From an optimization exercise on the open Yosys and OpenROAD flow, aimed at small area and a short achievable clock period; shortcuts taken in it are not production practice.
At most, simulation tests tie the RTL to the original design; equivalence was not proved.
Power and IR drop assume default switching activity.

Setup of run C:
## cic_decim
module cic_decim
  (
    input             clk_i,
    input             rst_i,
    input             en_i,
    input      [15:0] data_i,
    output     [15:0] data_o,
    input             act_i,
    input             act_out_i,
    output            val_o
  );
Size: ~1100 flip-flops, ~38 I/O pins, roughly 0.061 sq mm of cells after synthesis.
export LEC_CHECK = 0
export CAP_MARGIN = 20
export CORE_MARGIN = 2
export CORE_UTILIZATION = 40
export SETUP_SLACK_MARGIN = 1.5
export SLEW_MARGIN = 20
create_clock -name core_clock -period 4.0 [get_ports {clk_i}]
standard.sh (not shown) runs the stock make flow with config.mk's settings and CLKGATE_MAP_FILE= SYNTH_SCRIPT=/design/flow/synth_recipe.tcl, a recipe that flattens the netlist after the stock synthesis.
==> flow/flow/run.sh <==
#!/bin/bash
# The standard layout (standard.sh), except that synthesis maps the logic with
# ABC under a delay target (flow/abc_map.script) instead of ORFS's default ABC
# script.  Everything else in synthesis is the standard script
# (synth_recipe.tcl: synth -nofsm -noshare, flatten, renames), so the registers
# are the standard synthesis's.
set -euo pipefail
here=$(pwd)
export MY_ABC_SCRIPT=$here/flow/abc_map.script

# ORFS's synth.tcl with only the abc call's script changed (and its -D dropped)
sed 's|log_cmd abc {\*}\$abc_args$|set abc_args [lreplace $abc_args 1 1 $::env(MY_ABC_SCRIPT)]; set di [lsearch $abc_args -D]; if {$di >= 0} { set abc_args [lreplace $abc_args $di [expr {$di+1}]] }; log_cmd abc {*}$abc_args|' \
  "$FLOW_HOME/scripts/synth.tcl" > my_orfs_synth.tcl
grep -q MY_ABC_SCRIPT my_orfs_synth.tcl

# The standard flow's synthesis script, sourcing the changed synth.tcl
sed "s|source \$::env(SCRIPTS_DIR)/synth.tcl|source $here/my_orfs_synth.tcl|" synth_recipe.tcl > my_synth.tcl
grep -q my_orfs_synth.tcl my_synth.tcl

# The standard layout, with that synthesis script
sed "s|SYNTH_SCRIPT=[^ ]*|SYNTH_SCRIPT=$here/my_synth.tcl|" standard.sh > my_standard.sh
grep -q my_synth.tcl my_standard.sh

bash my_standard.sh > make.log 2>&1
==> flow/flow/abc_map.script <==
strash
dch -f
map -D 1000
topo
buffer -p
upsize -D 1000
dnsize -D 1000
stime -p
[inputs] run G vs run C
# run C
export LEC_CHECK = 0
export CAP_MARGIN = 20
export CORE_MARGIN = 2
export CORE_UTILIZATION = 40
export SETUP_SLACK_MARGIN = 1.5
export SLEW_MARGIN = 20
create_clock -name core_clock -period 4.0 [get_ports {clk_i}]
# run G
export LEC_CHECK = 0
export CAP_MARGIN = 20
export CORE_MARGIN = 2
export CORE_UTILIZATION = 40
export SETUP_SLACK_MARGIN = 1.0
export SLEW_MARGIN = 20
create_clock -name core_clock -period 4.0 [get_ports {clk_i}]
==> flow/flow/abc_map.script <==
strash
dch -f
map -D 1200
topo
buffer -p
upsize -D 1200
dnsize -D 1200
stime -p
## What came out
Looking at run C and run G, the synthesized-area fraction occupied by xor and xnor cells is a wash. The estimated power of run G ends up lower than the estimate for run C. Measured against run G, the non-clock buffer count of run C comes out at 1.4 times the reference value. Run G vs run C: routed wire length down by a little under 10%. Against run C, run G comes in 1.1 points lower on global-route usage. Against run C, fmax in run G came out worse. The lower largest vdd supply drop came out of run G. The multi-input logic area of run G falls short of that of run C by about 6%. The run with more setup slack is run C; run G has less. In the reports for run C and run G, the larger fraction of the yosys area taken by sequential cells belongs to run G. The via total after detailed routing of run G falls short of that of run C by 3192.

* * *

try-quartz:
cic_decim again, from the RTL that the note above started with.
clock: 4.0 ns
lec_check: 0
cap_margin: 20
core_margin: 2
core_utilization: 40
setup_slack_margin: 1.3
slew_margin: 20
run.sh (not shown) runs the stock make flow with config.mk's settings and CLKGATE_MAP_FILE= SYNTH_SCRIPT=/design/flow/synth_recipe.tcl, a recipe that flattens the netlist after the stock synthesis.
Stock flow here: none of the scripts above is used.
diff inputs: try-quartz => try-willow
# try-quartz
export LEC_CHECK = 0
export CAP_MARGIN = 20
export CORE_MARGIN = 2
export CORE_UTILIZATION = 40
export SETUP_SLACK_MARGIN = 1.3
export SLEW_MARGIN = 20
create_clock -name core_clock -period 4.0 [get_ports {clk_i}]
# try-willow
export LEC_CHECK = 0
export CAP_MARGIN = 20
export CORE_MARGIN = 2
export CORE_UTILIZATION = 40
export SETUP_SLACK_MARGIN = 1.9
export SLEW_MARGIN = 20
create_clock -name core_clock -period 4.0 [get_ports {clk_i}]
==> flow/flow/run.sh (new file) <==
#!/bin/bash
# The standard layout (standard.sh), except that synthesis maps the logic with
# ABC under a delay target (flow/abc_map.script) instead of ORFS's default ABC
# script.  Everything else in synthesis is the standard script
# (synth_recipe.tcl: synth -nofsm -noshare, flatten, renames), so the registers
# are the standard synthesis's.
set -euo pipefail
here=$(pwd)
export MY_ABC_SCRIPT=$here/flow/abc_map.script

# ORFS's synth.tcl with only the abc call's script changed (and its -D dropped)
sed 's|log_cmd abc {\*}\$abc_args$|set abc_args [lreplace $abc_args 1 1 $::env(MY_ABC_SCRIPT)]; set di [lsearch $abc_args -D]; if {$di >= 0} { set abc_args [lreplace $abc_args $di [expr {$di+1}]] }; log_cmd abc {*}$abc_args|' \
  "$FLOW_HOME/scripts/synth.tcl" > my_orfs_synth.tcl
grep -q MY_ABC_SCRIPT my_orfs_synth.tcl

# The standard flow's synthesis script, sourcing the changed synth.tcl
sed "s|source \$::env(SCRIPTS_DIR)/synth.tcl|source $here/my_orfs_synth.tcl|" synth_recipe.tcl > my_synth.tcl
grep -q my_orfs_synth.tcl my_synth.tcl

# The standard layout, with that synthesis script
sed "s|SYNTH_SCRIPT=[^ ]*|SYNTH_SCRIPT=$here/my_synth.tcl|" standard.sh > my_standard.sh
grep -q my_synth.tcl my_standard.sh

bash my_standard.sh > make.log 2>&1
==> flow/flow/abc_map.script (new file) <==
strash
dch -f
map -D 1200
topo
buffer -p
upsize -D 1200
dnsize -D 1200
stime -p
==> flow/standard.sh (new file) <==
#!/bin/bash
# synth_recipe.tcl (not shown) runs the flow's synth.tcl, then flattens the netlist and writes it again
# the make line also repeats each setting of config.mk as NAME=value (left out here)
make -C /OpenROAD-flow-scripts/flow DESIGN_CONFIG=/design/flow/config.mk WORK_HOME=/design/flow/orfs CLKGATE_MAP_FILE= SYNTH_SCRIPT=/design/flow/synth_recipe.tcl "${@:-finish}"
removed: flow/run.sh
## What came out
In the flow results for try-quartz and try-willow, the post-layout minimum cycle time is smaller on try-willow.
The number of setup buffers added after CTS in try-quartz is 0.62 times that in try-willow.
Relative to try-quartz, part of the Yosys area used for sequential elements has gone up in try-willow.
--- input diff try-willow..try-lagoon ---
# try-willow
export LEC_CHECK = 0
export CAP_MARGIN = 20
export CORE_MARGIN = 2
export CORE_UTILIZATION = 40
export SETUP_SLACK_MARGIN = 1.9
export SLEW_MARGIN = 20
create_clock -name core_clock -period 4.0 [get_ports {clk_i}]
# try-lagoon
export LEC_CHECK = 0
export CAP_MARGIN = 20
export CORE_MARGIN = 2
export CORE_UTILIZATION = 40
export SETUP_SLACK_MARGIN = 1.0
export SLEW_MARGIN = 20
create_clock -name core_clock -period 4.0 [get_ports {clk_i}]
==> flow/run.sh (new file) <==
#!/bin/bash
# synth_recipe.tcl (not shown) runs the flow's synth.tcl, then flattens the netlist and writes it again
# the make line also repeats each setting of config.mk as NAME=value (left out here)
make -C /OpenROAD-flow-scripts/flow DESIGN_CONFIG=/design/flow/config.mk WORK_HOME=/design/flow/orfs CLKGATE_MAP_FILE= SYNTH_SCRIPT=/design/flow/synth_recipe.tcl finish
removed: flow/flow/run.sh
removed: flow/flow/abc_map.script
removed: flow/standard.sh
### Flow results
Routed length per placed instance | try-lagoon below try-willow. Between try-willow and try-lagoon, the total clock network power does not differ in any meaningful way. try-lagoon vs try-willow: synthesized instance count down by a few percent.
Input-level comparison between try-nickel and try-lagoon:
# try-lagoon
export LEC_CHECK = 0
export CAP_MARGIN = 20
export CORE_MARGIN = 2
export CORE_UTILIZATION = 40
export SETUP_SLACK_MARGIN = 1.0
export SLEW_MARGIN = 20
create_clock -name core_clock -period 4.0 [get_ports {clk_i}]
# try-nickel
export LEC_CHECK = 0
export CAP_MARGIN = 20
export CORE_MARGIN = 2
export CORE_UTILIZATION = 40
export CTS_CLUSTER_DIAMETER = 100
export CTS_CLUSTER_SIZE = 30
export SETUP_SLACK_MARGIN = 1.7
export SLEW_MARGIN = 20
create_clock -name core_clock -period 4.0 [get_ports {clk_i}]
==> flow/flow/run.sh (new file) <==
#!/bin/bash
# The standard layout (standard.sh), except that synthesis maps the logic with
# ABC under a delay target (flow/abc_map.script) instead of ORFS's default ABC
# script.  Everything else in synthesis is the standard script
# (synth_recipe.tcl: synth -nofsm -noshare, flatten, renames), so the registers
# are the standard synthesis's.
set -euo pipefail
here=$(pwd)
export MY_ABC_SCRIPT=$here/flow/abc_map.script

# ORFS's synth.tcl with only the abc call's script changed (and its -D dropped)
sed 's|log_cmd abc {\*}\$abc_args$|set abc_args [lreplace $abc_args 1 1 $::env(MY_ABC_SCRIPT)]; set di [lsearch $abc_args -D]; if {$di >= 0} { set abc_args [lreplace $abc_args $di [expr {$di+1}]] }; log_cmd abc {*}$abc_args|' \
  "$FLOW_HOME/scripts/synth.tcl" > my_orfs_synth.tcl
grep -q MY_ABC_SCRIPT my_orfs_synth.tcl

# The standard flow's synthesis script, sourcing the changed synth.tcl
sed "s|source \$::env(SCRIPTS_DIR)/synth.tcl|source $here/my_orfs_synth.tcl|" synth_recipe.tcl > my_synth.tcl
grep -q my_orfs_synth.tcl my_synth.tcl

# The standard layout, with that synthesis script
sed "s|SYNTH_SCRIPT=[^ ]*|SYNTH_SCRIPT=$here/my_synth.tcl|" standard.sh > my_standard.sh
grep -q my_synth.tcl my_standard.sh

bash my_standard.sh > make.log 2>&1
==> flow/flow/abc_map.script (new file) <==
strash
dch -f
map -D 1200
topo
buffer -p
upsize -D 1200
dnsize -D 1200
stime -p
==> flow/standard.sh (new file) <==
#!/bin/bash
# synth_recipe.tcl (not shown) runs the flow's synth.tcl, then flattens the netlist and writes it again
# the make line also repeats each setting of config.mk as NAME=value (left out here)
make -C /OpenROAD-flow-scripts/flow DESIGN_CONFIG=/design/flow/config.mk WORK_HOME=/design/flow/orfs CLKGATE_MAP_FILE= SYNTH_SCRIPT=/design/flow/synth_recipe.tcl "${@:-finish}"
removed: flow/run.sh
==> comparison <==
- try-nickel ended with every stage complete and zero timing, DRC or antenna violations.
- Proportion of power drawn by combinational gates was higher in the run labelled try-nickel.
- Area growth from synthesis to final layout ends up higher on try-nickel.
- Relative to try-lagoon, final instance area has decreased by 1.3% in try-nickel.
- Looking at via density per instance across try-nickel and try-lagoon, the one that comes out lower is try-nickel.
What try-juniper does differently from try-nickel at the input level:
# try-nickel
export LEC_CHECK = 0
export CAP_MARGIN = 20
export CORE_MARGIN = 2
export CORE_UTILIZATION = 40
export CTS_CLUSTER_DIAMETER = 100
export CTS_CLUSTER_SIZE = 30
export SETUP_SLACK_MARGIN = 1.7
export SLEW_MARGIN = 20
create_clock -name core_clock -period 4.0 [get_ports {clk_i}]
# try-juniper
export LEC_CHECK = 0
export CAP_MARGIN = 20
export CORE_MARGIN = 2
export CORE_UTILIZATION = 40
export SETUP_SLACK_MARGIN = 1.5
export SLEW_MARGIN = 20
create_clock -name core_clock -period 4.0 [get_ports {clk_i}]
==> flow/flow/abc_map.script <==
strash
dch -f
map -D 1400
topo
buffer -p
upsize -D 1400
dnsize -D 1400
stime -p
Notes after the runs:
Summary of try-juniper over try-nickel: final wirelength has decreased, count of clock-net buffers in the final layout now sits higher, fraction of the mapped netlist area in compound gates now sits lower.

* * *

Another version of the RTL of cic_decim (not shown whole).
Size: ~6800 cells after synthesis, roughly 38 I/O pins, roughly 0.058 sq mm of cells after synthesis.
## cic_decim
module cic_decim
  (
    input             clk_i,
    input             rst_i,
    input             en_i,
    input      [15:0] data_i,
    output     [15:0] data_o,
    input             act_i,
    input             act_out_i,
    output            val_o
  );
  localparam WS = 17;
  wire g   = en_i & act_i;
  reg  a0, a1, a2, a3, a4;
  wire upd = en_i & act_out_i & a4;
  reg  c0, c1, c2, c3, vint;
  always @(posedge clk_i) begin
    if (rst_i) begin
      a0 <= 1'b0; a1 <= 1'b0; a2 <= 1'b0; a3 <= 1'b0; a4 <= 1'b0;
    end else if (g) begin
      a0 <= 1'b1; a1 <= a0; a2 <= a1; a3 <= a2; a4 <= a3;
    end else if (en_i & act_out_i) begin
      a4 <= 1'b0;
    end
  end
  always @(posedge clk_i) begin
    if (rst_i) begin
      c0 <= 1'b0; c1 <= 1'b0; c2 <= 1'b0; c3 <= 1'b0;
    end else if (upd) begin
      c0 <= 1'b1; c1 <= c0; c2 <= c1; c3 <= c2;
    end
  end
  always @(posedge clk_i) begin
    if (rst_i)     vint <= 1'b0;
    else if (en_i) vint <= upd & c3;
  end
  reg rst_1, g_1, upd_1, sgn_1;
  reg rst_2, g_2, upd_2, sgn_2;
  always @(posedge clk_i) begin
    rst_1 <= rst_i; g_1 <= g;   upd_1 <= upd;   sgn_1 <= data_i[15];
    rst_2 <= rst_1; g_2 <= g_1; upd_2 <= upd_1; sgn_2 <= sgn_1;
  end
  wire [4:0]    koi_a, koc_a, koi_b, koc_b, koi_c, koc_c;
  reg  [4:0]    kri_a, krc_a, kri_b, krc_b;
  wire [WS-1:0] a_p2, a_p3, a_d31, a_d40, a_d41;
  wire [WS-1:0] b_p2, b_p3, b_d31, b_d40, b_d41;
  wire [WS-1:0] c_p2, c_p3, c_d31, c_d40, c_d41;
  cic_slice #(WS) sa (
    .clk(clk_i), .rst(rst_i), .g(g), .upd(upd),
    .x({data_i[15], data_i}), .ki(5'b00000), .kc(5'b11111),
    .ko_i(koi_a), .ko_c(koc_a),
    .q_p2(a_p2), .q_p3(a_p3), .q_d31(a_d31), .q_d40(a_d40), .q_d41(a_d41));
  cic_slice #(WS) sb (
    .clk(clk_i), .rst(rst_1), .g(g_1), .upd(upd_1),
    .x({WS{sgn_1}}), .ki(kri_a), .kc(krc_a),
    .ko_i(koi_b), .ko_c(koc_b),
    .q_p2(b_p2), .q_p3(b_p3), .q_d31(b_d31), .q_d40(b_d40), .q_d41(b_d41));
  cic_slice #(WS) sc (
    .clk(clk_i), .rst(rst_2), .g(g_2), .upd(upd_2),
    .x({WS{sgn_2}}), .ki(kri_b), .kc(krc_b),
    .ko_i(koi_c), .ko_c(koc_c),
    .q_p2(c_p2), .q_p3(c_p3), .q_d31(c_d31), .q_d40(c_d40), .q_d41(c_d41));
  always @(posedge clk_i) begin
    kri_a <= koi_a; krc_a <= koc_a;
  ...
==> flow/config.mk <==
export PLATFORM = sky130hd
export DESIGN_NAME = cic_decim
export DESIGN_NICKNAME = cic_decim
export VERILOG_FILES = /design/flow/design.v
export SDC_FILE = /design/flow/constraint.sdc
export NUM_CORES = 4
export LEC_CHECK = 0
export CAP_MARGIN = 20
export CORE_MARGIN = 2
export CORE_UTILIZATION = 40
export SLEW_MARGIN = 20
==> flow/constraint.sdc <==
create_clock -name core_clock -period 4.0 [get_ports {clk_i}]
set_input_delay 0.8000 -clock core_clock [delete_from_list [all_inputs] [get_ports {clk_i}]]
set_output_delay 0.8000 -clock core_clock [all_outputs]
set_load 0.01 [all_outputs]
Stock flow here: none of the scripts above is used.
Edit:
- SETUP_SLACK_MARGIN: unset -> 1.4
What happened: The new run ran to the end with no violations; total power came out higher by 2.3%; combinational power climbs by 26%; worst hold slack is better by 0.075 ns; cell area increases by 9.4%; core utilization grows by 4.2 points; die area is unchanged; via count goes up by 3.3%; final cell count increases by 2.8%.
No functional check of the RTL was part of any run of this note.

* * *

P:
cic_decim, a different RTL version from the one above (not shown whole).
Size in the first run: ~7600 cells after synthesis, about 1000 flip-flops, roughly 0.058 mm² of cells after synthesis.
export LEC_CHECK = 0
export CAP_MARGIN = 20
export CORE_MARGIN = 2
export CORE_UTILIZATION = 40
export CTS_CLUSTER_DIAMETER = 100
export CTS_CLUSTER_SIZE = 30
export SETUP_SLACK_MARGIN = 1.4
export SLEW_MARGIN = 20
create_clock -name core_clock -period 4.0 [get_ports {clk_i}]
standard.sh (not shown) runs the stock make flow with config.mk's settings and CLKGATE_MAP_FILE= SYNTH_SCRIPT=/design/flow/synth_recipe.tcl, a recipe that flattens the netlist after the stock synthesis.
==> flow/flow/run.sh <==
#!/bin/bash
# The standard layout (standard.sh), except that synthesis maps the logic with
# ABC under a delay target (flow/abc_map.script) instead of ORFS's default ABC
# script.  Everything else in synthesis is the standard script
# (synth_recipe.tcl: synth -nofsm -noshare, flatten, renames), so the registers
# are the standard synthesis's.
set -euo pipefail
here=$(pwd)
export MY_ABC_SCRIPT=$here/flow/abc_map.script

# ORFS's synth.tcl with only the abc call's script changed (and its -D dropped)
sed 's|log_cmd abc {\*}\$abc_args$|set abc_args [lreplace $abc_args 1 1 $::env(MY_ABC_SCRIPT)]; set di [lsearch $abc_args -D]; if {$di >= 0} { set abc_args [lreplace $abc_args $di [expr {$di+1}]] }; log_cmd abc {*}$abc_args|' \
  "$FLOW_HOME/scripts/synth.tcl" > my_orfs_synth.tcl
grep -q MY_ABC_SCRIPT my_orfs_synth.tcl

# The standard flow's synthesis script, sourcing the changed synth.tcl
sed "s|source \$::env(SCRIPTS_DIR)/synth.tcl|source $here/my_orfs_synth.tcl|" synth_recipe.tcl > my_synth.tcl
grep -q my_orfs_synth.tcl my_synth.tcl

# The standard layout, with that synthesis script
sed "s|SYNTH_SCRIPT=[^ ]*|SYNTH_SCRIPT=$here/my_synth.tcl|" standard.sh > my_standard.sh
grep -q my_synth.tcl my_standard.sh

bash my_standard.sh > make.log 2>&1
==> flow/flow/abc_map.script <==
strash
dch -f
map -D 1200
topo
buffer -p
upsize -D 1200
dnsize -D 1200
stime -p
The inputs of Q differ from those of P as listed below.
Settings: a change of SETUP_SLACK_MARGIN from 1.4 to 1.7.
[summary]
- Diff P -> Q: global-route wire length before repair picked up an extra about 1.2%, setup slack after layout picked up an extra 0.13 ns, number of sequential cells neither gained nor lost much.
- Of Q and P, it is Q that has the higher relative contribution of combinational cells to total power.
- Capturing element of the worst setup path = val_o: P; capturing element of the worst setup path = sa.p0[24]: Q
- Layout clock buffer count on Q is up relative to P.
- Q vs P: depth of the critical timing path with buffers and inverters included up in Q
- Delta (Q minus P): proportion of power drawn by the clock network fell by 0.8 points, time the final worst path needs with I/O delays and setup now sits lower, proportion of power drawn by flip-flops and latches now smaller, well-tap cell count now sits at about the same level.
What R does differently from Q at the input level:
Settings: SETUP_SLACK_MARGIN changed from 1.7 to 1.5.
-- flow/flow/run.sh --
<<< Q, line 4
# script.  Everything else in synthesis is the standard script
# (synth_recipe.tcl: synth -nofsm -noshare, flatten, renames), so the registers
# are the standard synthesis's.
>>> R, line 4
# script, and leaves the adders to ABC too (no full/half-adder cell extraction).
# Everything else in synthesis is the standard script (synth_recipe.tcl:
# synth -nofsm -noshare, flatten, renames), so the registers are the standard
# synthesis's.
<<< Q, line 13
  "$FLOW_HOME/scripts/synth.tcl" > my_orfs_synth.tcl
>>> R, line 14
  "$FLOW_HOME/scripts/synth.tcl" > my_orfs_synth0.tcl
# leave the adders' logic to ABC as well: no full/half-adder cell extraction
sed 's/^  extract_fa {\*}\[dont_use_extract_fa_args\]$/  # extract_fa skipped/' my_orfs_synth0.tcl > my_orfs_synth.tcl
<<< Q, line 15
>>> R, line 18
grep -q "extract_fa skipped" my_orfs_synth.tcl
==> flow/flow/abc_map.script <==
strash
dch -f
map -D 1400
topo
buffer -p
upsize -D 1400
dnsize -D 1400
stime -p
[summary]
- In the reports for Q and R, the larger sum of routed wire segments on met1 belongs to R.
- Diff R..Q | cell row count | unchanged
- In the floorplan summary, R is listed with a die area greater than that of Q.
- The share of total power in combinational logic in R was lower than what Q gave.
- Diff Q and R: number of buffers and inverters on the critical path higher in Q
- The global-route wire length before repair number comes out lower for Q vs R.
- | area of placed instances | Q vs R | ≈ equal |
- Detailed placer's ending HPWL delta (R − Q): unfavourable
- In R the number of buffers created by CTS turned out about 2% higher than in Q.
- Cell area: R < Q
- Between Q and R, the difference in count of cells along the worst hold path is negligible.
What S does differently from R at the input level:
Settings: SETUP_SLACK_MARGIN now 1.6, was 1.5.
-- flow/flow/run.sh --
<<< R, line 4
# script, and leaves the adders to ABC too (no full/half-adder cell extraction).
# Everything else in synthesis is the standard script (synth_recipe.tcl:
# synth -nofsm -noshare, flatten, renames), so the registers are the standard
# synthesis's.
>>> S, line 4
# script.  Everything else in synthesis is the standard script
# (synth_recipe.tcl: synth -nofsm -noshare, flatten, renames), so the registers
# are the standard synthesis's.
<<< R, line 14
  "$FLOW_HOME/scripts/synth.tcl" > my_orfs_synth0.tcl
# leave the adders' logic to ABC as well: no full/half-adder cell extraction
sed 's/^  extract_fa {\*}\[dont_use_extract_fa_args\]$/  # extract_fa skipped/' my_orfs_synth0.tcl > my_orfs_synth.tcl
>>> S, line 13
  "$FLOW_HOME/scripts/synth.tcl" > my_orfs_synth.tcl
<<< R, line 18
grep -q "extract_fa skipped" my_orfs_synth.tcl
>>> S, line 15
==> flow/flow/abc_map.script <==
strash
dch -f
map -D 1200
topo
buffer -p
upsize -D 1200
dnsize -D 1200
stime -p
### Flow results
S vs R: post-CTS resize count up in S. In S, the slew of the pin with the lowest slew margin came out 0.012 ns below the value in R. In S, the share of power burned in registers came out 1.1 points below the value in R. Relative to R, the count of plain and timing-repair buffers in the layout measured on S has increased by more than half. Diff R -> S: critical path depth increased 10, area after synthesis decreased 0.59%, number of setup buffers added after CTS increased 37. Share of total power in combinational logic was lower in the run labelled R. Synthesized cell count: S and R compared, lower one is S.
What T does differently from S at the input level:
Settings: SETUP_SLACK_MARGIN changed from 1.6 to 1.5.
==> flow/flow/abc_map.script <==
strash
dch -f
map -D 1000
topo
buffer -p
upsize -D 1000
dnsize -D 1000
stime -p
==> comparison <==
Summary of T over S: clock input transition at the sequential cells of the worst setup and hold paths level, sequential share of layout area -0.25 points, minimum period implied by the final worst setup slack now sits higher.

-- port drivers added, routing unchanged --
The results above use ideal ports. As a check the final layouts listed here were re-extracted and re-timed, cells and wires unchanged. Step 1 sets driving cells, clkbuf_16 on the clock port and buf_2 on the other inputs (assumed; they add their load-dependent delay and slew). Step 2 moves the port delays by t, midway between the first and last clock arrival at a register: inputs arrive t later, outputs are due t later. That takes back most of the time a late clock gives input paths. a / b / c = ideal / step 1 / step 2; a / b = the first two.
run | t, ns | setup WS [ns] | worst setup path after step 2 | worst data-port slew with drivers (ns)
run C | 0.816 | 1.571 / 1.502 / 0.833 | input to register | 0.04
run G | 0.790 | 1.151 / 1.151 / 0.725 | input to register | 0.05
try-quartz | 0.809 | 0.844 / 0.844 / 0.672 | input to register | 0.09
try-willow | 0.810 | 1.660 / 1.660 / 1.023 | input to register | 0.11
try-lagoon | 0.801 | 0.852 / 0.852 / 0.367 | input to register | 0.10
try-nickel | 0.742 | 1.555 / 1.555 / 1.051 | input to register | 0.05
try-juniper | 0.788 | 1.339 / 1.339 / 0.870 | input to register | 0.08
the first run of note 3 | 0.788 | 0.131 / 0.131 / 0.063 | input to register | 0.07
the second run of note 3 | 0.778 | 0.503 / 0.503 / 0.503 | register to register | 0.14
P | 0.736 | 1.466 / 1.386 / 0.792 | input to register | 0.13
Q | 0.746 | 1.599 / 1.599 / 1.065 | input to register | 0.13
R | 0.754 | 1.538 / 1.461 / 0.741 | input to register | 0.18
S | 0.759 | 1.603 / 1.603 / 0.924 | input to register | 0.14
T | 0.756 | 1.554 / 1.519 / 0.853 | input to register | 0.11
After both steps every run listed still meets setup and hold. For R, which loses most, drivers alone change the setup slack by -0.077 ns; drivers and shift together by -0.797 ns.
